What follows belongs to an exercise in optimizing a design on an open flow for small area and a short achievable clock period; a production flow would make more cautious choices. The RTL was checked by simulation tests, not by an equivalence proof against the original design.

==> flow/design.v <==
module Circle_Area_Calculator(clk, rst, radius, area);
  input wire clk, rst;
  input wire [31:0] radius;
  output reg [31:0] area;
  wire [22:0] r = radius[22:0];
  wire p47 = r >= 23'h3504f4;
  wire np47 = ~p47;
  wire ge_a = r >= 23'h106ebf;
  wire ge_b = r >= 23'h4c422f;
  wire ge_c = r >= 23'h4c4230;
  wire q47 = (ge_a & ~p47) | ge_c;
  wire nq47 = ~q47;
  wire [7:0] expo = {radius[29:23], 1'b0} + 8'd130 + {7'd0, ge_a} + {7'd0, ge_b};
  wire [22:0] nm1;
  wire pp1 = r[0] & r[1];
  wire pp2 = r[0] & r[2];
  wire pp3 = r[0] & r[3];
  wire pp4 = r[0] & r[4];
  wire pp5 = r[0] & r[5];
  wire pp6 = r[0] & r[6];
  wire pp7 = r[0] & r[7];
  wire pp8 = r[0] & r[8];
  wire pp9 = r[0] & r[9];
  wire pp10 = r[0] & r[10];
  wire pp11 = r[0] & r[11];
  wire pp12 = r[0] & r[12];
  wire pp13 = r[0] & r[13];
  wire pp14 = r[0] & r[14];
  wire pp15 = r[0] & r[15];
  wire pp16 = r[0] & r[16];
  wire pp17 = r[0] & r[17];
  wire pp18 = r[0] & r[18];
  wire pp19 = r[0] & r[19];
  wire pp20 = r[0] & r[20];
  wire pp21 = r[0] & r[21];
  wire pp22 = r[0] & r[22];
  wire pp23 = r[1] & r[2];
  wire pp24 = r[1] & r[3];
  wire pp25 = r[1] & r[4];
  wire pp26 = r[1] & r[5];
  wire pp27 = r[1] & r[6];
  wire pp28 = r[1] & r[7];
  wire pp29 = r[1] & r[8];
  wire pp30 = r[1] & r[9];
  wire pp31 = r[1] & r[10];
  wire pp32 = r[1] & r[11];
  wire pp33 = r[1] & r[12];
  wire pp34 = r[1] & r[13];
  wire pp35 = r[1] & r[14];
  wire pp36 = r[1] & r[15];
  wire pp37 = r[1] & r[16];
  wire pp38 = r[1] & r[17];
  wire pp39 = r[1] & r[18];
  wire pp40 = r[1] & r[19];
  wire pp41 = r[1] & r[20];
  wire pp42 = r[1] & r[21];
  wire pp43 = r[1] & r[22];
  wire pp44 = r[2] & r[3];
  wire pp45 = r[2] & r[4];
  wire pp46 = r[2] & r[5];
  wire pp47 = r[2] & r[6];
  wire pp48 = r[2] & r[7];
  wire pp49 = r[2] & r[8];
  wire pp50 = r[2] & r[9];
  wire pp51 = r[2] & r[10];
  wire pp52 = r[2] & r[11];
  wire pp53 = r[2] & r[12];
  wire pp54 = r[2] & r[13];
  wire pp55 = r[2] & r[14];
  wire pp56 = r[2] & r[15];
  wire pp57 = r[2] & r[16];
  wire pp58 = r[2] & r[17];
  wire pp59 = r[2] & r[18];
  wire pp60 = r[2] & r[19];
  wire pp61 = r[2] & r[20];
  wire pp62 = r[2] & r[21];
  wire pp63 = r[2] & r[22];
  wire pp64 = r[3] & r[4];
  wire pp65 = r[3] & r[5];
  wire pp66 = r[3] & r[6];
  wire pp67 = r[3] & r[7];
  wire pp68 = r[3] & r[8];
  wire pp69 = r[3] & r[9];
  wire pp70 = r[3] & r[10];
  wire pp71 = r[3] & r[11];
  wire pp72 = r[3] & r[12];
  wire pp73 = r[3] & r[13];
  wire pp74 = r[3] & r[14];
  wire pp75 = r[3] & r[15];
  wire pp76 = r[3] & r[16];
  wire pp77 = r[3] & r[17];
  wire pp78 = r[3] & r[18];
  wire pp79 = r[3] & r[19];
  wire pp80 = r[3] & r[20];
  wire pp81 = r[3] & r[21];
  wire pp82 = r[3] & r[22];
  wire pp83 = r[4] & r[5];
  wire pp84 = r[4] & r[6];
  wire pp85 = r[4] & r[7];
  wire pp86 = r[4] & r[8];
  wire pp87 = r[4] & r[9];
  wire pp88 = r[4] & r[10];
  wire pp89 = r[4] & r[11];
  wire pp90 = r[4] & r[12];
  wire pp91 = r[4] & r[13];
  wire pp92 = r[4] & r[14];
  wire pp93 = r[4] & r[15];
  wire pp94 = r[4] & r[16];
  wire pp95 = r[4] & r[17];
  wire pp96 = r[4] & r[18];
  wire pp97 = r[4] & r[19];
  wire pp98 = r[4] & r[20];
  wire pp99 = r[4] & r[21];
  wire pp100 = r[4] & r[22];
  wire pp101 = r[5] & r[6];
  wire pp102 = r[5] & r[7];
  wire pp103 = r[5] & r[8];
  wire pp104 = r[5] & r[9];
  wire pp105 = r[5] & r[10];
  wire pp106 = r[5] & r[11];
  wire pp107 = r[5] & r[12];
  wire pp108 = r[5] & r[13];
  wire pp109 = r[5] & r[14];
  wire pp110 = r[5] & r[15];
  wire pp111 = r[5] & r[16];
  wire pp112 = r[5] & r[17];
  wire pp113 = r[5] & r[18];
  wire pp114 = r[5] & r[19];
  wire pp115 = r[5] & r[20];
  wire pp116 = r[5] & r[21];
  wire pp117 = r[5] & r[22];
  wire pp118 = r[6] & r[7];
  wire pp119 = r[6] & r[8];
  wire pp120 = r[6] & r[9];
  wire pp121 = r[6] & r[10];
  wire pp122 = r[6] & r[11];
  wire pp123 = r[6] & r[12];
  wire pp124 = r[6] & r[13];
  wire pp125 = r[6] & r[14];
  wire pp126 = r[6] & r[15];
  wire pp127 = r[6] & r[16];
  wire pp128 = r[6] & r[17];
  wire pp129 = r[6] & r[18];
  wire pp130 = r[6] & r[19];
  wire pp131 = r[6] & r[20];
  wire pp132 = r[6] & r[21];
  wire pp133 = r[6] & r[22];
  wire pp134 = r[7] & r[8];
  wire pp135 = r[7] & r[9];
  wire pp136 = r[7] & r[10];
  wire pp137 = r[7] & r[11];
  wire pp138 = r[7] & r[12];
  wire pp139 = r[7] & r[13];
  wire pp140 = r[7] & r[14];
  wire pp141 = r[7] & r[15];
  wire pp142 = r[7] & r[16];
  wire pp143 = r[7] & r[17];
  wire pp144 = r[7] & r[18];
  wire pp145 = r[7] & r[19];
  wire pp146 = r[7] & r[20];
  wire pp147 = r[7] & r[21];
  wire pp148 = r[7] & r[22];
  wire pp149 = r[8] & r[9];
  wire pp150 = r[8] & r[10];
  wire pp151 = r[8] & r[11];
  wire pp152 = r[8] & r[12];
  wire pp153 = r[8] & r[13];
  wire pp154 = r[8] & r[14];
  wire pp155 = r[8] & r[15];
  wire pp156 = r[8] & r[16];
  wire pp157 = r[8] & r[17];
  wire pp158 = r[8] & r[18];
  wire pp159 = r[8] & r[19];
  wire pp160 = r[8] & r[20];
  wire pp161 = r[8] & r[21];
  wire pp162 = r[8] & r[22];
  wire pp163 = r[9] & r[10];
  wire pp164 = r[9] & r[11];
  wire pp165 = r[9] & r[12];
  wire pp166 = r[9] & r[13];
  wire pp167 = r[9] & r[14];
  wire pp168 = r[9] & r[15];
  wire pp169 = r[9] & r[16];
  wire pp170 = r[9] & r[17];
  wire pp171 = r[9] & r[18];
  wire pp172 = r[9] & r[19];
  wire pp173 = r[9] & r[20];
  wire pp174 = r[9] & r[21];
  wire pp175 = r[9] & r[22];
  wire pp176 = r[10] & r[11];
  wire pp177 = r[10] & r[12];
  wire pp178 = r[10] & r[13];
  wire pp179 = r[10] & r[14];
  wire pp180 = r[10] & r[15];
  wire pp181 = r[10] & r[16];
  wire pp182 = r[10] & r[17];
  wire pp183 = r[10] & r[18];
  wire pp184 = r[10] & r[19];
  wire pp185 = r[10] & r[20];
  wire pp186 = r[10] & r[21];
  wire pp187 = r[10] & r[22];
  wire pp188 = r[11] & r[12];
  wire pp189 = r[11] & r[13];
  wire pp190 = r[11] & r[14];
  wire pp191 = r[11] & r[15];
  wire pp192 = r[11] & r[16];
  wire pp193 = r[11] & r[17];
  wire pp194 = r[11] & r[18];
  wire pp195 = r[11] & r[19];
  wire pp196 = r[11] & r[20];
  wire pp197 = r[11] & r[21];
  wire pp198 = r[11] & r[22];
  wire pp199 = r[12] & r[13];
  wire pp200 = r[12] & r[14];
  wire pp201 = r[12] & r[15];
  wire pp202 = r[12] & r[16];
  wire pp203 = r[12] & r[17];
  wire pp204 = r[12] & r[18];
  wire pp205 = r[12] & r[19];
  wire pp206 = r[12] & r[20];
  wire pp207 = r[12] & r[21];
  wire pp208 = r[12] & r[22];
  wire pp209 = r[13] & r[14];
  wire pp210 = r[13] & r[15];
  wire pp211 = r[13] & r[16];
  wire pp212 = r[13] & r[17];
  wire pp213 = r[13] & r[18];
  wire pp214 = r[13] & r[19];
  wire pp215 = r[13] & r[20];
  wire pp216 = r[13] & r[21];
  wire pp217 = r[13] & r[22];
  wire pp218 = r[14] & r[15];
  wire pp219 = r[14] & r[16];
  wire pp220 = r[14] & r[17];
  wire pp221 = r[14] & r[18];
  wire pp222 = r[14] & r[19];
  wire pp223 = r[14] & r[20];
  wire pp224 = r[14] & r[21];
  wire pp225 = r[14] & r[22];
  wire pp226 = r[15] & r[16];
  wire pp227 = r[15] & r[17];
  wire pp228 = r[15] & r[18];
  wire pp229 = r[15] & r[19];
  wire pp230 = r[15] & r[20];
  wire pp231 = r[15] & r[21];
  wire pp232 = r[15] & r[22];
  wire pp233 = r[16] & r[17];
  wire pp234 = r[16] & r[18];
  wire pp235 = r[16] & r[19];
  wire pp236 = r[16] & r[20];
  wire pp237 = r[16] & r[21];
  wire pp238 = r[16] & r[22];
  wire pp239 = r[17] & r[18];
  wire pp240 = r[17] & r[19];
  wire pp241 = r[17] & r[20];
  wire pp242 = r[17] & r[21];
  wire pp243 = r[17] & r[22];
  wire pp244 = r[18] & r[19];
  wire pp245 = r[18] & r[20];
  wire pp246 = r[18] & r[21];
  wire pp247 = r[18] & r[22];
  wire pp248 = r[19] & r[20];
  wire pp249 = r[19] & r[21];
  wire pp250 = r[19] & r[22];
  wire pp251 = r[20] & r[21];
  wire pp252 = r[20] & r[22];
  wire pp253 = r[21] & r[22];
  wire fs254, fc254;
  assign {fc254, fs254} = r[2] + pp3 + pp23;
  wire fs255, fc255;
  assign {fc255, fs255} = pp4 + pp24;
  wire fs256, fc256;
  assign {fc256, fs256} = r[3] + pp5 + pp25;
  wire fs257, fc257;
  assign {fc257, fs257} = pp44 + fc255;
  wire fs258, fc258;
  assign {fc258, fs258} = pp6 + pp26 + pp45;
  wire fs259, fc259;
  assign {fc259, fs259} = fc256 + fs258;
  wire fs260, fc260;
  assign {fc260, fs260} = r[4] + pp7 + pp27;
  wire fs261, fc261;
  assign {fc261, fs261} = pp46 + pp64 + fc258;
  wire fs262, fc262;
  assign {fc262, fs262} = fs260 + fc259;
  wire fs263, fc263;
  assign {fc263, fs263} = pp8 + pp28 + pp47;
  wire fs264, fc264;
  assign {fc264, fs264} = pp65 + fc260 + fs263;
  wire fs265, fc265;
  assign {fc265, fs265} = fc261 + fs264;
  wire fs266, fc266;
  assign {fc266, fs266} = r[5] + pp9 + pp29;
  wire fs267, fc267;
  assign {fc267, fs267} = pp48 + pp66 + pp83;
  wire fs268, fc268;
  assign {fc268, fs268} = fc263 + fs266 + fs267;
  wire fs269, fc269;
  assign {fc269, fs269} = fc264 + fs268;
  wire fs270, fc270;
  assign {fc270, fs270} = pp10 + pp30 + pp49;
  wire fs271, fc271;
  assign {fc271, fs271} = pp67 + pp84 + fc266;
  wire fs272, fc272;
  assign {fc272, fs272} = fc267 + fs270 + fc268;
  wire fs273, fc273;
  assign {fc273, fs273} = fs271 + fc269 + fs272;
  wire fs274, fc274;
  assign {fc274, fs274} = r[6] + pp11 + pp31;
  wire fs275, fc275;
  assign {fc275, fs275} = pp50 + pp68 + pp85;
  wire fs276, fc276;
  assign {fc276, fs276} = pp101 + fc270 + fs274;
  wire fs277, fc277;
  assign {fc277, fs277} = fs275 + fc271 + fs276;
  wire fs278, fc278;
  assign {fc278, fs278} = fc272 + fs277;
  wire fs279, fc279;
  assign {fc279, fs279} = pp12 + pp32 + pp51;
  wire fs280, fc280;
  assign {fc280, fs280} = pp69 + pp86 + pp102;
  wire fs281, fc281;
  assign {fc281, fs281} = fc274 + fc275 + fs279;
  wire fs282, fc282;
  assign {fc282, fs282} = fs280 + fc276 + fs281;
  wire fs283, fc283;
  assign {fc283, fs283} = fc277 + fs282;
  wire fs284, fc284;
  assign {fc284, fs284} = r[7] + pp13 + pp33;
  wire fs285, fc285;
  assign {fc285, fs285} = pp52 + pp70 + pp87;
  wire fs286, fc286;
  assign {fc286, fs286} = pp103 + pp118 + fc279;
  wire fs287, fc287;
  assign {fc287, fs287} = fc280 + fs284 + fs285;
  wire fs288, fc288;
  assign {fc288, fs288} = fc281 + fs286 + fs287;
  wire fs289, fc289;
  assign {fc289, fs289} = fc282 + fs288;
  wire fs290, fc290;
  assign {fc290, fs290} = pp14 + pp34 + pp53;
  wire fs291, fc291;
  assign {fc291, fs291} = pp71 + pp88 + pp104;
  wire fs292, fc292;
  assign {fc292, fs292} = pp119 + fc284 + fc285;
  wire fs293, fc293;
  assign {fc293, fs293} = fs290 + fs291 + fc286;
  wire fs294, fc294;
  assign {fc294, fs294} = fc287 + fs292 + fs293;
  wire fs295, fc295;
  assign {fc295, fs295} = fc288 + fc289 + fs294;
  wire fs296, fc296;
  assign {fc296, fs296} = r[8] + pp15 + pp35;
  wire fs297, fc297;
  assign {fc297, fs297} = pp54 + pp72 + pp89;
  wire fs298, fc298;
  assign {fc298, fs298} = pp105 + pp120 + pp134;
  wire fs299, fc299;
  assign {fc299, fs299} = fc290 + fc291 + fs296;
  wire fs300, fc300;
  assign {fc300, fs300} = fs297 + fs298 + fc292;
  wire fs301, fc301;
  assign {fc301, fs301} = fs299 + fc293 + fs300;
  wire fs302, fc302;
  assign {fc302, fs302} = fc294 + fs301;
  wire fs303, fc303;
  assign {fc303, fs303} = pp16 + pp36 + pp55;
  wire fs304, fc304;
  assign {fc304, fs304} = pp73 + pp90 + pp106;
  wire fs305, fc305;
  assign {fc305, fs305} = pp121 + pp135 + fc296;
  wire fs306, fc306;
  assign {fc306, fs306} = fc297 + fc298 + fs303;
  wire fs307, fc307;
  assign {fc307, fs307} = fs304 + fc299 + fs305;
  wire fs308, fc308;
  assign {fc308, fs308} = fs306 + fc300 + fs307;
  wire fs309, fc309;
  assign {fc309, fs309} = fc301 + fs308;
  wire fs310, fc310;
  assign {fc310, fs310} = r[9] + pp17 + pp37;
  wire fs311, fc311;
  assign {fc311, fs311} = pp56 + pp74 + pp91;
  wire fs312, fc312;
  assign {fc312, fs312} = pp107 + pp122 + pp136;
  wire fs313, fc313;
  assign {fc313, fs313} = pp149 + fc303 + fc304;
  wire fs314, fc314;
  assign {fc314, fs314} = fs310 + fs311 + fs312;
  wire fs315, fc315;
  assign {fc315, fs315} = fc305 + fc306 + fs313;
  wire fs316, fc316;
  assign {fc316, fs316} = fs314 + fc307 + fs315;
  wire fs317, fc317;
  assign {fc317, fs317} = fc308 + fs316;
  wire fs318, fc318;
  assign {fc318, fs318} = pp18 + pp38 + pp57;
  wire fs319, fc319;
  assign {fc319, fs319} = pp75 + pp92 + pp108;
  wire fs320, fc320;
  assign {fc320, fs320} = pp123 + pp137 + pp150;
  wire fs321, fc321;
  assign {fc321, fs321} = fc310 + fc311 + fc312;
  wire fs322, fc322;
  assign {fc322, fs322} = fs318 + fs319 + fs320;
  wire fs323, fc323;
  assign {fc323, fs323} = fc313 + fc314 + fs321;
  wire fs324, fc324;
  assign {fc324, fs324} = fs322 + fc315 + fs323;
  wire fs325, fc325;
  assign {fc325, fs325} = fc316 + fs324;
  wire fs326, fc326;
  assign {fc326, fs326} = r[10] + pp19 + pp39;
  wire fs327, fc327;
  assign {fc327, fs327} = pp58 + pp76 + pp93;
  wire fs328, fc328;
  assign {fc328, fs328} = pp109 + pp124 + pp138;
  wire fs329, fc329;
  assign {fc329, fs329} = pp151 + pp163 + fc318;
  wire fs330, fc330;
  assign {fc330, fs330} = fc319 + fc320 + fs326;
  wire fs331, fc331;
  assign {fc331, fs331} = fs327 + fs328 + fc321;
  wire fs332, fc332;
  assign {fc332, fs332} = fc322 + fs329 + fs330;
  wire fs333, fc333;
  assign {fc333, fs333} = fc323 + fs331 + fs332;
  wire fs334, fc334;
  assign {fc334, fs334} = fc324 + fs333;
  wire fs335, fc335;
  assign {fc335, fs335} = pp20 + pp40 + pp59;
  wire fs336, fc336;
  assign {fc336, fs336} = pp77 + pp94 + pp110;
  wire fs337, fc337;
  assign {fc337, fs337} = pp125 + pp139 + pp152;
  wire fs338, fc338;
  assign {fc338, fs338} = pp164 + fc326 + fc327;
  wire fs339, fc339;
  assign {fc339, fs339} = fc328 + fs335 + fs336;
  wire fs340, fc340;
  assign {fc340, fs340} = fs337 + fc329 + fc330;
  wire fs341, fc341;
  assign {fc341, fs341} = fs338 + fs339 + fc331;
  wire fs342, fc342;
  assign {fc342, fs342} = fs340 + fc332 + fs341;
  wire fs343, fc343;
  assign {fc343, fs343} = fc333 + fc334 + fs342;
  wire fs344, fc344;
  assign {fc344, fs344} = r[11] + pp21 + pp41;
  wire fs345, fc345;
  assign {fc345, fs345} = pp60 + pp78 + pp95;
  wire fs346, fc346;
  assign {fc346, fs346} = pp111 + pp126 + pp140;
  wire fs347, fc347;
  assign {fc347, fs347} = pp153 + pp165 + pp176;
  wire fs348, fc348;
  assign {fc348, fs348} = fc335 + fc336 + fc337;
  wire fs349, fc349;
  assign {fc349, fs349} = np47 + fs344 + fs345;
  wire fs350, fc350;
  assign {fc350, fs350} = fs346 + fs347 + fc338;
  wire fs351, fc351;
  assign {fc351, fs351} = fc339 + fs348 + fs349;
  wire fs352, fc352;
  assign {fc352, fs352} = fc340 + fs350 + fs351;
  wire fs353, fc353;
  assign {fc353, fs353} = fc341 + fs352 + fc342;
  wire fs354, fc354;
  assign {fc354, fs354} = pp22 + pp42 + pp61;
  wire fs355, fc355;
  assign {fc355, fs355} = pp79 + pp96 + pp112;
  wire fs356, fc356;
  assign {fc356, fs356} = pp127 + pp141 + pp154;
  wire fs357, fc357;
  assign {fc357, fs357} = pp166 + pp177 + fc344;
  wire fs358, fc358;
  assign {fc358, fs358} = fc345 + fc346 + fc347;
  wire fs359, fc359;
  assign {fc359, fs359} = p47 + fs354 + fs355;
  wire fs360, fc360;
  assign {fc360, fs360} = fs356 + fc348 + fc349;
  wire fs361, fc361;
  assign {fc361, fs361} = fs357 + fs358 + fs359;
  wire fs362, fc362;
  assign {fc362, fs362} = fc350 + fs360 + fc351;
  wire fs363, fc363;
  assign {fc363, fs363} = fs361 + fc352 + fs362;
  wire fs364, fc364;
  assign {fc364, fs364} = r[0] + r[12] + pp43;
  wire fs365, fc365;
  assign {fc365, fs365} = pp62 + pp80 + pp97;
  wire fs366, fc366;
  assign {fc366, fs366} = pp113 + pp128 + pp142;
  wire fs367, fc367;
  assign {fc367, fs367} = pp155 + pp167 + pp178;
  wire fs368, fc368;
  assign {fc368, fs368} = pp188 + fc354 + fc355;
  wire fs369, fc369;
  assign {fc369, fs369} = fc356 + fs364 + fs365;
  wire fs370, fc370;
  assign {fc370, fs370} = fs366 + fs367 + fc357;
  wire fs371, fc371;
  assign {fc371, fs371} = fc358 + fc359 + fs368;
  wire fs372, fc372;
  assign {fc372, fs372} = fs369 + fc360 + fs370;
  wire fs373, fc373;
  assign {fc373, fs373} = fs371 + fc361 + fc362;
  wire fs374, fc374;
  assign {fc374, fs374} = fs372 + fc363 + fs373;
  wire fs375, fc375;
  assign {fc375, fs375} = r[1] + pp63 + pp81;
  wire fs376, fc376;
  assign {fc376, fs376} = pp98 + pp114 + pp129;
  wire fs377, fc377;
  assign {fc377, fs377} = pp143 + pp156 + pp168;
  wire fs378, fc378;
  assign {fc378, fs378} = pp179 + pp189 + fc364;
  wire fs379, fc379;
  assign {fc379, fs379} = fc365 + fc366 + fc367;
  wire fs380, fc380;
  assign {fc380, fs380} = fs375 + fs376 + fs377;
  wire fs381, fc381;
  assign {fc381, fs381} = fc368 + fc369 + fs378;
  wire fs382, fc382;
  assign {fc382, fs382} = fs379 + fs380 + fc370;
  wire fs383, fc383;
  assign {fc383, fs383} = fc371 + fs381 + fs382;
  wire fs384, fc384;
  assign {fc384, fs384} = fc372 + fc373 + fs383;
  wire fs385, fc385;
  assign {fc385, fs385} = r[2] + r[13] + pp82;
  wire fs386, fc386;
  assign {fc386, fs386} = pp99 + pp115 + pp130;
  wire fs387, fc387;
  assign {fc387, fs387} = pp144 + pp157 + pp169;
  wire fs388, fc388;
  assign {fc388, fs388} = pp180 + pp190 + pp199;
  wire fs389, fc389;
  assign {fc389, fs389} = fc375 + fc376 + fc377;
  wire fs390, fc390;
  assign {fc390, fs390} = fs385 + fs386 + fs387;
  wire fs391, fc391;
  assign {fc391, fs391} = fs388 + fc378 + fc379;
  wire fs392, fc392;
  assign {fc392, fs392} = fc380 + fs389 + fs390;
  wire fs393, fc393;
  assign {fc393, fs393} = fc381 + fs391 + fs392;
  wire fs394, fc394;
  assign {fc394, fs394} = fc382 + fs393 + fc383;
  wire fs395, fc395;
  assign {fc395, fs395} = r[3] + pp100 + pp116;
  wire fs396, fc396;
  assign {fc396, fs396} = pp131 + pp145 + pp158;
  wire fs397, fc397;
  assign {fc397, fs397} = pp170 + pp181 + pp191;
  wire fs398, fc398;
  assign {fc398, fs398} = pp200 + fc385 + fc386;
  wire fs399, fc399;
  assign {fc399, fs399} = fc387 + fc388 + fs395;
  wire fs400, fc400;
  assign {fc400, fs400} = fs396 + fs397 + fc389;
  wire fs401, fc401;
  assign {fc401, fs401} = fc390 + fs398 + fs399;
  wire fs402, fc402;
  assign {fc402, fs402} = fc391 + fs400 + fc392;
  wire fs403, fc403;
  assign {fc403, fs403} = fs401 + fc393 + fs402;
  wire fs404, fc404;
  assign {fc404, fs404} = r[4] + r[14] + pp117;
  wire fs405, fc405;
  assign {fc405, fs405} = pp132 + pp146 + pp159;
  wire fs406, fc406;
  assign {fc406, fs406} = pp171 + pp182 + pp192;
  wire fs407, fc407;
  assign {fc407, fs407} = pp201 + pp209 + fc395;
  wire fs408, fc408;
  assign {fc408, fs408} = fc396 + fc397 + fs404;
  wire fs409, fc409;
  assign {fc409, fs409} = fs405 + fs406 + fc398;
  wire fs410, fc410;
  assign {fc410, fs410} = fc399 + fs407 + fs408;
  wire fs411, fc411;
  assign {fc411, fs411} = fc400 + fs409 + fc401;
  wire fs412, fc412;
  assign {fc412, fs412} = fs410 + fc402 + fs411;
  wire fs413, fc413;
  assign {fc413, fs413} = r[5] + pp133 + pp147;
  wire fs414, fc414;
  assign {fc414, fs414} = pp160 + pp172 + pp183;
  wire fs415, fc415;
  assign {fc415, fs415} = pp193 + pp202 + pp210;
  wire fs416, fc416;
  assign {fc416, fs416} = fc404 + fc405 + fc406;
  wire fs417, fc417;
  assign {fc417, fs417} = fs413 + fs414 + fs415;
  wire fs418, fc418;
  assign {fc418, fs418} = fc407 + fc408 + fs416;
  wire fs419, fc419;
  assign {fc419, fs419} = fs417 + fc409 + fs418;
  wire fs420, fc420;
  assign {fc420, fs420} = fc410 + fc411 + fs419;
  wire fs421, fc421;
  assign {fc421, fs421} = r[6] + r[15] + pp148;
  wire fs422, fc422;
  assign {fc422, fs422} = pp161 + pp173 + pp184;
  wire fs423, fc423;
  assign {fc423, fs423} = pp194 + pp203 + pp211;
  wire fs424, fc424;
  assign {fc424, fs424} = pp218 + fc413 + fc414;
  wire fs425, fc425;
  assign {fc425, fs425} = fc415 + fs421 + fs422;
  wire fs426, fc426;
  assign {fc426, fs426} = fs423 + fc416 + fc417;
  wire fs427, fc427;
  assign {fc427, fs427} = fs424 + fs425 + fc418;
  wire fs428, fc428;
  assign {fc428, fs428} = fs426 + fs427 + fc419;
  wire fs429, fc429;
  assign {fc429, fs429} = r[7] + pp162 + pp174;
  wire fs430, fc430;
  assign {fc430, fs430} = pp185 + pp195 + pp204;
  wire fs431, fc431;
  assign {fc431, fs431} = pp212 + pp219 + fc421;
  wire fs432, fc432;
  assign {fc432, fs432} = fc422 + fc423 + fs429;
  wire fs433, fc433;
  assign {fc433, fs433} = fs430 + fc424 + fc425;
  wire fs434, fc434;
  assign {fc434, fs434} = fs431 + fs432 + fc426;
  wire fs435, fc435;
  assign {fc435, fs435} = fs433 + fc427 + fs434;
  wire fs436, fc436;
  assign {fc436, fs436} = r[8] + r[16] + pp175;
  wire fs437, fc437;
  assign {fc437, fs437} = pp186 + pp196 + pp205;
  wire fs438, fc438;
  assign {fc438, fs438} = pp213 + pp220 + pp226;
  wire fs439, fc439;
  assign {fc439, fs439} = fc429 + fc430 + fs436;
  wire fs440, fc440;
  assign {fc440, fs440} = fs437 + fs438 + fc431;
  wire fs441, fc441;
  assign {fc441, fs441} = fc432 + fs439 + fc433;
  wire fs442, fc442;
  assign {fc442, fs442} = fs440 + fc434 + fs441;
  wire fs443, fc443;
  assign {fc443, fs443} = r[9] + pp187 + pp197;
  wire fs444, fc444;
  assign {fc444, fs444} = pp206 + pp214 + pp221;
  wire fs445, fc445;
  assign {fc445, fs445} = pp227 + fc436 + fc437;
  wire fs446, fc446;
  assign {fc446, fs446} = fc438 + fs443 + fs444;
  wire fs447, fc447;
  assign {fc447, fs447} = fc439 + fs445 + fs446;
  wire fs448, fc448;
  assign {fc448, fs448} = fc440 + fs447 + fc441;
  wire fs449, fc449;
  assign {fc449, fs449} = r[10] + r[17] + pp198;
  wire fs450, fc450;
  assign {fc450, fs450} = pp207 + pp215 + pp222;
  wire fs451, fc451;
  assign {fc451, fs451} = pp228 + pp233 + fc443;
  wire fs452, fc452;
  assign {fc452, fs452} = fc444 + fs449 + fs450;
  wire fs453, fc453;
  assign {fc453, fs453} = fc445 + fc446 + fs451;
  wire fs454, fc454;
  assign {fc454, fs454} = fs452 + fs453 + fc447;
  wire fs455, fc455;
  assign {fc455, fs455} = r[11] + pp208 + pp216;
  wire fs456, fc456;
  assign {fc456, fs456} = pp223 + pp229 + pp234;
  wire fs457, fc457;
  assign {fc457, fs457} = fc449 + fc450 + fs455;
  wire fs458, fc458;
  assign {fc458, fs458} = fs456 + fc451 + fc452;
  wire fs459, fc459;
  assign {fc459, fs459} = fs457 + fc453 + fs458;
  wire fs460, fc460;
  assign {fc460, fs460} = r[12] + r[18] + pp217;
  wire fs461, fc461;
  assign {fc461, fs461} = pp224 + pp230 + pp235;
  wire fs462, fc462;
  assign {fc462, fs462} = pp239 + fc455 + fc456;
  wire fs463, fc463;
  assign {fc463, fs463} = fs460 + fs461 + fc457;
  wire fs464, fc464;
  assign {fc464, fs464} = fs462 + fc458 + fs463;
  wire fs465, fc465;
  assign {fc465, fs465} = r[13] + pp225 + pp231;
  wire fs466, fc466;
  assign {fc466, fs466} = pp236 + pp240 + fc460;
  wire fs467, fc467;
  assign {fc467, fs467} = fc461 + fs465 + fc462;
  wire fs468, fc468;
  assign {fc468, fs468} = fs466 + fc463 + fs467;
  wire fs469, fc469;
  assign {fc469, fs469} = r[14] + r[19] + pp232;
  wire fs470, fc470;
  assign {fc470, fs470} = pp237 + pp241 + pp244;
  wire fs471, fc471;
  assign {fc471, fs471} = fc465 + fs469 + fs470;
  wire fs472, fc472;
  assign {fc472, fs472} = fc466 + fs471 + fc467;
  wire fs473, fc473;
  assign {fc473, fs473} = r[15] + pp238 + pp242;
  wire fs474, fc474;
  assign {fc474, fs474} = pp245 + fc469 + fc470;
  wire fs475, fc475;
  assign {fc475, fs475} = fs473 + fc471 + fs474;
  wire fs476, fc476;
  assign {fc476, fs476} = r[16] + r[20] + pp243;
  wire fs477, fc477;
  assign {fc477, fs477} = pp246 + pp248 + fc473;
  wire fs478, fc478;
  assign {fc478, fs478} = fs476 + fc474 + fs477;
  wire fs479, fc479;
  assign {fc479, fs479} = r[17] + pp247 + pp249;
  wire fs480, fc480;
  assign {fc480, fs480} = fc476 + fs479 + fc477;
  wire fs481, fc481;
  assign {fc481, fs481} = r[18] + r[21] + pp250;
  wire fs482, fc482;
  assign {fc482, fs482} = pp251 + fc479 + fs481;
  wire fs483, fc483;
  assign {fc483, fs483} = r[19] + pp252 + fc481;
  wire fs484, fc484;
  assign {fc484, fs484} = r[20] + r[22] + pp253;
  wire [47:0] s1a = {1'b0, r[22], r[21], fc483, fc482, fc480, fc478, fc475, fc472, fc468, fc464, fc459, fc454, fc448, fc442, fc435, fc428, fc420, fc412, fc403, fc394, fc384, fc374, fs374, fc353, fc343, fs343, fc325, fc317, fc309, fc302, fc295, fs295, fc283, fc278, fc273, fs273, fc265, fc262, fs261, fc257, fs256, fc254, fs254, pp2, pp1, 1'b0, r[0]};
  wire [47:0] s1b = {1'b0, 1'b1, fc484, fs484, fs483, fs482, fs480, fs478, fs475, fs472, fs468, fs464, fs459, fs454, fs448, fs442, fs435, fs428, fs420, fs412, fs403, fs394, fs384, 1'b0, fs363, fs353, 1'b0, fs334, fs325, fs317, fs309, fs302, 1'b0, fs289, fs283, fs278, 1'b0, fs269, fs265, fs262, fs259, fs257, fs255, 1'b0, 1'b0, r[1], 1'b0, 1'b0};
  wire [47:0] p1 = s1a + s1b;
  wire [22:0] m1 = p47 ? p1[46:24] : p1[45:23];
  wire fs485, fc485;
  assign {fc485, fs485} = 1'b1 + m1[2] + nm1[0];
  wire fs486, fc486;
  assign {fc486, fs486} = m1[3] + nm1[1];
  wire fs487, fc487;
  assign {fc487, fs487} = m1[4] + nm1[2];
  wire fs488, fc488;
  assign {fc488, fs488} = m1[5] + nm1[3];
  wire fs489, fc489;
  assign {fc489, fs489} = m1[6] + nm1[4];
  wire fs490, fc490;
  assign {fc490, fs490} = m1[7] + nm1[5];
  wire fs491, fc491;
  assign {fc491, fs491} = m1[0] + m1[8] + nm1[6];
  wire fs492, fc492;
  assign {fc492, fs492} = m1[1] + m1[9] + nm1[7];
  wire fs493, fc493;
  assign {fc493, fs493} = m1[2] + m1[10] + nm1[8];
  wire fs494, fc494;
  assign {fc494, fs494} = m1[3] + m1[11] + nm1[9];
  wire fs495, fc495;
  assign {fc495, fs495} = m1[0] + m1[4] + m1[12];
  wire fs496, fc496;
  assign {fc496, fs496} = nm1[10] + fc494 + fs495;
  wire fs497, fc497;
  assign {fc497, fs497} = m1[1] + m1[5] + m1[13];
  wire fs498, fc498;
  assign {fc498, fs498} = nm1[11] + fc495 + fs497;
  wire fs499, fc499;
  assign {fc499, fs499} = m1[2] + m1[6] + m1[14];
  wire fs500, fc500;
  assign {fc500, fs500} = nm1[12] + fc497 + fs499;
  wire fs501, fc501;
  assign {fc501, fs501} = m1[0] + m1[3] + m1[7];
  wire fs502, fc502;
  assign {fc502, fs502} = m1[15] + nm1[13] + fc499;
  wire fs503, fc503;
  assign {fc503, fs503} = fs501 + fc500 + fs502;
  wire fs504, fc504;
  assign {fc504, fs504} = m1[1] + m1[4] + m1[8];
  wire fs505, fc505;
  assign {fc505, fs505} = m1[16] + nm1[14] + fc501;
  wire fs506, fc506;
  assign {fc506, fs506} = fs504 + fc502 + fs505;
  wire fs507, fc507;
  assign {fc507, fs507} = m1[2] + m1[5] + m1[9];
  wire fs508, fc508;
  assign {fc508, fs508} = m1[17] + nm1[15] + fc504;
  wire fs509, fc509;
  assign {fc509, fs509} = fs507 + fc505 + fs508;
  wire fs510, fc510;
  assign {fc510, fs510} = 1'b1 + m1[3] + m1[6];
  wire fs511, fc511;
  assign {fc511, fs511} = m1[10] + m1[18] + nq47;
  wire fs512, fc512;
  assign {fc512, fs512} = nm1[0] + nm1[16] + fc507;
  wire fs513, fc513;
  assign {fc513, fs513} = fs510 + fs511 + fc508;
  wire fs514, fc514;
  assign {fc514, fs514} = fs512 + fc509 + fs513;
  wire fs515, fc515;
  assign {fc515, fs515} = m1[4] + m1[7] + m1[11];
  wire fs516, fc516;
  assign {fc516, fs516} = m1[19] + q47 + nm1[1];
  wire fs517, fc517;
  assign {fc517, fs517} = nm1[17] + fc510 + fc511;
  wire fs518, fc518;
  assign {fc518, fs518} = fs515 + fs516 + fc512;
  wire fs519, fc519;
  assign {fc519, fs519} = fs517 + fc513 + fs518;
  wire fs520, fc520;
  assign {fc520, fs520} = m1[0] + m1[5] + m1[8];
  wire fs521, fc521;
  assign {fc521, fs521} = m1[12] + m1[20] + nm1[2];
  wire fs522, fc522;
  assign {fc522, fs522} = nm1[18] + fc515 + fc516;
  wire fs523, fc523;
  assign {fc523, fs523} = fs520 + fs521 + fc517;
  wire fs524, fc524;
  assign {fc524, fs524} = fs522 + fc518 + fs523;
  wire fs525, fc525;
  assign {fc525, fs525} = m1[1] + m1[6] + m1[9];
  wire fs526, fc526;
  assign {fc526, fs526} = m1[13] + m1[21] + nm1[3];
  wire fs527, fc527;
  assign {fc527, fs527} = nm1[19] + fc520 + fc521;
  wire fs528, fc528;
  assign {fc528, fs528} = fs525 + fs526 + fc522;
  wire fs529, fc529;
  assign {fc529, fs529} = fs527 + fc523 + fs528;
  wire fs530, fc530;
  assign {fc530, fs530} = m1[2] + m1[7] + m1[10];
  wire fs531, fc531;
  assign {fc531, fs531} = m1[14] + m1[22] + nm1[4];
  wire fs532, fc532;
  assign {fc532, fs532} = nm1[20] + fc525 + fc526;
  wire fs533, fc533;
  assign {fc533, fs533} = fs530 + fs531 + fc527;
  wire fs534, fc534;
  assign {fc534, fs534} = fs532 + fc528 + fs533;
  wire fs535, fc535;
  assign {fc535, fs535} = 1'b1 + m1[3] + m1[8];
  wire fs536, fc536;
  assign {fc536, fs536} = m1[11] + m1[15] + nm1[5];
  wire fs537, fc537;
  assign {fc537, fs537} = nm1[21] + fc530 + fc531;
  wire fs538, fc538;
  assign {fc538, fs538} = fs535 + fs536 + fc532;
  wire fs539, fc539;
  assign {fc539, fs539} = fs537 + fc533 + fs538;
  wire fs540, fc540;
  assign {fc540, fs540} = m1[4] + m1[9] + m1[12];
  wire fs541, fc541;
  assign {fc541, fs541} = m1[16] + nm1[6] + nm1[22];
  wire fs542, fc542;
  assign {fc542, fs542} = fc535 + fc536 + fs540;
  wire fs543, fc543;
  assign {fc543, fs543} = fs541 + fc537 + fs542;
  wire fs544, fc544;
  assign {fc544, fs544} = fc538 + fs543;
  wire fs545, fc545;
  assign {fc545, fs545} = m1[5] + m1[10] + m1[13];
  wire fs546, fc546;
  assign {fc546, fs546} = m1[17] + nm1[7] + fc540;
  wire fs547, fc547;
  assign {fc547, fs547} = fc541 + fs545 + fc542;
  wire fs548, fc548;
  assign {fc548, fs548} = fs546 + fc543 + fs547;
  wire fs549, fc549;
  assign {fc549, fs549} = 1'b1 + m1[6] + m1[11];
  wire fs550, fc550;
  assign {fc550, fs550} = m1[14] + m1[18] + nm1[8];
  wire fs551, fc551;
  assign {fc551, fs551} = fc545 + fs549 + fs550;
  wire fs552, fc552;
  assign {fc552, fs552} = fc546 + fs551 + fc547;
  wire fs553, fc553;
  assign {fc553, fs553} = 1'b1 + m1[7] + m1[12];
  wire fs554, fc554;
  assign {fc554, fs554} = m1[15] + m1[19] + nm1[9];
  wire fs555, fc555;
  assign {fc555, fs555} = fc549 + fc550 + fs553;
  wire fs556, fc556;
  assign {fc556, fs556} = fs554 + fc551 + fs555;
  wire fs557, fc557;
  assign {fc557, fs557} = 1'b1 + m1[8] + m1[13];
  wire fs558, fc558;
  assign {fc558, fs558} = m1[16] + m1[20] + nm1[10];
  wire fs559, fc559;
  assign {fc559, fs559} = fc553 + fc554 + fs557;
  wire fs560, fc560;
  assign {fc560, fs560} = fs558 + fc555 + fs559;
  wire fs561, fc561;
  assign {fc561, fs561} = 1'b1 + m1[9] + m1[14];
  wire fs562, fc562;
  assign {fc562, fs562} = m1[17] + m1[21] + nm1[11];
  wire fs563, fc563;
  assign {fc563, fs563} = fc557 + fc558 + fs561;
  wire fs564, fc564;
  assign {fc564, fs564} = fs562 + fc559 + fs563;
  wire fs565, fc565;
  assign {fc565, fs565} = 1'b1 + m1[10] + m1[15];
  wire fs566, fc566;
  assign {fc566, fs566} = m1[18] + m1[22] + nm1[12];
  wire fs567, fc567;
  assign {fc567, fs567} = fc561 + fc562 + fs565;
  wire fs568, fc568;
  assign {fc568, fs568} = fs566 + fc563 + fs567;
  wire fs569, fc569;
  assign {fc569, fs569} = m1[11] + m1[16] + m1[19];
  wire fs570, fc570;
  assign {fc570, fs570} = nm1[13] + fc565 + fc566;
  wire fs571, fc571;
  assign {fc571, fs571} = fs569 + fc567 + fs570;
  wire fs572, fc572;
  assign {fc572, fs572} = m1[12] + m1[17] + m1[20];
  wire fs573, fc573;
  assign {fc573, fs573} = nm1[14] + fc569 + fs572;
  wire fs574, fc574;
  assign {fc574, fs574} = fc570 + fs573;
  wire fs575, fc575;
  assign {fc575, fs575} = m1[13] + m1[18] + m1[21];
  wire fs576, fc576;
  assign {fc576, fs576} = nm1[15] + fc572 + fs575;
  wire fs577, fc577;
  assign {fc577, fs577} = fc573 + fs576;
  wire fs578, fc578;
  assign {fc578, fs578} = m1[14] + m1[19] + m1[22];
  wire fs579, fc579;
  assign {fc579, fs579} = nm1[16] + fc575 + fs578;
  wire fs580, fc580;
  assign {fc580, fs580} = fc576 + fs579;
  wire fs581, fc581;
  assign {fc581, fs581} = 1'b1 + m1[15] + m1[20];
  wire fs582, fc582;
  assign {fc582, fs582} = nm1[17] + fc578 + fs581;
  wire fs583, fc583;
  assign {fc583, fs583} = fc579 + fs582;
  wire fs584, fc584;
  assign {fc584, fs584} = m1[16] + m1[21] + nm1[18];
  wire fs585, fc585;
  assign {fc585, fs585} = fc581 + fs584 + fc582;
  wire fs586, fc586;
  assign {fc586, fs586} = m1[17] + m1[22] + nm1[19];
  wire fs587, fc587;
  assign {fc587, fs587} = fc584 + fs586;
  wire fs588, fc588;
  assign {fc588, fs588} = 1'b1 + m1[18] + nm1[20];
  wire fs589, fc589;
  assign {fc589, fs589} = fc586 + fs588;
  wire fs590, fc590;
  assign {fc590, fs590} = m1[19] + nm1[21] + fc588;
  wire fs591, fc591;
  assign {fc591, fs591} = m1[20] + nm1[22];
  wire [47:0] s2a = {1'b0, m1[22], m1[21], fc590, fc589, fc587, fc585, fc583, fc580, fc577, fc574, fc571, fc568, fc564, fc560, fc556, fc552, fc548, fc544, fc539, fc534, fc529, fc524, fc519, fc514, fs514, fc506, fc503, fs503, fc498, fc496, fs496, fc493, fc492, fc491, fc490, fc489, fc488, fc487, fc486, fc485, fs485, m1[1], m1[0], 1'b0, 1'b0, 1'b0, 1'b0};
  wire [47:0] s2b = {1'b0, 1'b1, fc591, fs591, fs590, fs589, fs587, fs585, fs583, fs580, fs577, fs574, fs571, fs568, fs564, fs560, fs556, fs552, fs548, fs544, fs539, fs534, fs529, fs524, fs519, 1'b0, fs509, fs506, 1'b0, fs500, fs498, 1'b0, fs494, fs493, fs492, fs491, fs490, fs489, fs488, fs487, fs486, 1'b0, 1'b0, 1'b0, 1'b0, 1'b0, 1'b0, 1'b0};
  wire [47:0] q1 = s2a + s2b;
  wire [22:0] mant = q47 ? q1[46:24] : q1[45:23];
  assign nm1 = ~m1;
  always @(posedge clk) begin
    if (rst)
      area <= 32'd0;
    else
      area <= {1'b0, expo, mant};
  end
endmodule
==> flow/run.sh <==
#!/bin/bash
# synth_recipe.tcl (not shown) runs the flow's synth.tcl, then flattens the netlist and writes it again
# the make line also repeats each setting of config.mk as NAME=value (left out here)
make -C /OpenROAD-flow-scripts/flow DESIGN_CONFIG=/design/flow/config.mk WORK_HOME=/design/flow/orfs CLKGATE_MAP_FILE= SYNTH_SCRIPT=/design/flow/synth_recipe.tcl finish
==> flow/config.mk <==
export PLATFORM = sky130hd
export DESIGN_NAME = Circle_Area_Calculator
export DESIGN_NICKNAME = Circle_Area_Calculator
export VERILOG_FILES = /design/flow/design.v
export SDC_FILE = /design/flow/constraint.sdc
export NUM_CORES = 4
export LEC_CHECK = 0
export CAP_MARGIN = 20
export CORE_MARGIN = 2
export CORE_UTILIZATION = 40
export SLEW_MARGIN = 20
==> flow/constraint.sdc <==
create_clock -name core_clock -period 30.0 [get_ports {clk}]
set_input_delay 6.0000 -clock core_clock [delete_from_list [all_inputs] [get_ports {clk}]]
set_output_delay 6.0000 -clock core_clock [all_outputs]
set_load 0.01 [all_outputs]
==> run notes <==
==> metal layers <==
| metal | share of wire (%) | GRT usage (%) |
|---|---|---|
| met3 | 3.7 | 2.01 |
| met1 | 48 | 28.3 |
| met4 | 1.3 | 3.39 |
| met5 | 0 | 0 |
| met2 | 47 | 34.4 |
==> cell type report <==
cell class              count  share of cell area, %
inverters                 359                   8.52
repair buffers             94                   5.44
well taps                 461                   3.65
clock buffers               6                  0.878
flip-flops and latches     31                   3.92
multi-input cells        1207                   77.6
clock inverters             1                 0.0316
==> per-stage QoR <==
| stage | hold slack (ns) | setup slack (ns) |
|---|---|---|
| after floorplan | 6.14 | 12.94 |
| after global placement | 6.65 | 10.33 |
| after detailed placement | 6.66 | 10.31 |
| after CTS | 6.37 | 10.55 |
| after global routing | 6.38 | 9.72 |
| final | 6.37 | 10.59 |
==> how the worst min path moves through the flow <==
stage                     slack (ns)  endpoint  cells past startpoint       start
after global placement          6.65  area[30]                      3  radius[29]
after global routing            6.38  area[30]                      3  radius[29]
final                           6.37  area[30]                      3  radius[29]
after CTS                       6.37  area[30]                      3  radius[29]
after detailed placement        6.66  area[30]                      3  radius[29]
after floorplan                 6.14  area[27]                      2  radius[26]
==> synth_stat cells (all sizes together) (6+ instances only) <==
cell,instances,area (sq um)
and2,214,1340
nor4,10,68.8
and4,6,55.1
o21ai,36,188
a211oi,12,90.1
nor2,82,310
inv,359,1350
nand2,109,409
or2,6,37.5
fa,300,6010
a21oi,63,327
o21a,10,75.1
nand2b,8,50.1
nand4,11,68.8
nand3,17,85.1
xnor2,20,175
ha,111,1390
xor2,16,140
and3,8,50.1
dfxtp,31,621
clkbuf,60,225
buf,8,40.0
mux2i,11,110
a21o,39,294
nor2b,11,68.8
nor3,19,100
o211ai,7,52.6
==> placed cells by master (no fill, tap or decap), types with 18 or more instances in the layout <==
cell / n
dfxtp_1: 31
inv_1: 358
and2_1: 213
xnor2_1: 20
nor2_1: 81
o21ai_0: 29
a21o_1: 38
nor3_1: 18
ha_1: 111
fa_1: 300
clkdlybuf4s50_1: 62
a21oi_1: 60
nand2_1: 109
buf_4: 32
==> cells by family after synthesis <==
kind of cell | count (synthesis) | share of synthesized area (%)
and+or+nand+nor | 514 | 19.1
AOI/OAI and AO/OA | 231 | 11.3
DFF | 31 | 4.28
other | 1 | 0.0259
muxes | 14 | 0.992
buffers and inverters | 427 | 11.1
adders and majority gates | 411 | 51.0
xor gates and xnor gates | 36 | 2.17
==> impl_results.md <==
- Cell mode on critical path: fa_1
- Storage cell area: 621 sq um
- Worst-Margin Slew: 1.08 ns
- Reg with most FFs: area
- DR pass1 iterations: 17
- Fin crit share: about two thirds
- Max-cap violations: 0
- Die Span Y: roughly 200 microns
- Crit-path max FO: 39
- RSZ-0062 raised after global routing: no
- Outcome: complete, no violations
- Post-DP HPWL: 28,500 microns
- Number of buffers created by CTS: 5
- Antenna diode count: 0
- Nets: 2,143
- Hold Fails Final Rpt: 0
- Row cnt: 69
- Rel. slew slack: 28.1%
- Max reg flops: 31
- Crit path kind: in -> reg
- Critical path depth: 47
- Vias: between 10k and 15k
- Final setup viols: 0
- GPL Wtd Cong: 0.866
- Initial Util: 40.7%
- WP buf/inv: 7
- CP max-delay cell: a221oi_1
- H-Tree Level Count: 2
- Placement Cell Area: 15,700 sq um
- Util after Layout: 44.4%
- Num ports: 66
- Layout cells sized above 1: between 4 and 5%
- Critical path destination: area[22]
- # fillers: 3,570
- Number of distinct library cells after synthesis: 79
- Largest stage delay on the critical path: 0.85 ns
- Fin crit period: 19.41 ns
- Synthesis warning total: 1
- Syn Area/Cell: roughly 8.7 sq um
- WL final: 36,600 microns
- CP required: 30.18 ns
- GR Overflow Total: 0
- Die X: 194 microns
- Total negative slack: 0 ns
- Synthesized area: 14,500 sq um
- Iter 0 DRT Violations: 574
- Drt wl/cell: approximately 17 microns
- DRC: 0
- CP delay by family, top: compound AO/OA/AOI/OAI gates
- TritonCTS clock tree: yes
- Area Growth Syn to Fin: 9.08%
- Setup bufs post-CTS: 0
- Fmax: about 52 MHz
- Detail Route Antenna Nets: 0
- FFs w/ async S/R, synth: 0%
- Cell Count, Final, Fillers Out: 2,159
- Pins Over Slew Limit: 0
- CTS Sinks: 31
- Vias in the first global route: 11.9k
- Synth Instances: around 1.7k
- Biggest regs: area: 31 flops
- Vias per cell: 5.12
- Resized cells post-CTS: 0
- EDFF count, synth: 0
- Area of the multi-input gates: 12,300 sq um
- Pin count of the biggest net entering global routing: 40
- Prevailing post-synth register cell: dfxtp_1
- Die footprint: 37,800 sq um
- Clock Tree Buf Depth: 2
- Design area: 15,800 sq um
- Setup crit start: radius[4]
- First-pass GRT wire length: 61,500 microns
- CP startpoint kind: input pin
- GRT Util Overall: between 20% and 30%
- Sequential fraction of the synthesis area: under 10%
- Flops & latches, synth: 31
- Hold Buf Count CTS: 0
- Cells after DPL: around 2.2k
- Port Buffers: 62
- CTS Root Cell: clkbuf_16
- Initial antenna violation count: 0
- Worst path arrival time: 19.59 ns
- Clock-pin slew on the worst setup and hold paths: 0.05 ns
- Core region area: 35,700 sq um
- Kind of end point of the critical path: flip-flop
- Syn_nets: ~2.1k
- Worst hold path class: in -> reg

-- separate check: timing with driven ports --
How much do the figures lean on ideal ports? The routed layout below was timed once more, with nothing changed but the port constraints.
Step 1 assumes that a clkbuf_16 drives the clock port and a buf_2 every other input.
Step 2 also shifts input and output timing later by t, the mid clock arrival at the registers, as if the neighbouring blocks saw the same clock.
a / b / c = no drivers / after step 1 / after step 2; a / b = the first two.
t (ns): 0.315
setup WS [ns]: 10.587 / 10.603 / 10.288
hold slack, ns: 6.369 / 6.354 / 6.668
worst setup path after step 2: input to register
pins driven straight from the clock port: 1
After both steps this run still meets setup and hold. For this run, drivers alone change the setup slack by +0.016 ns; drivers and shift together by -0.299 ns.
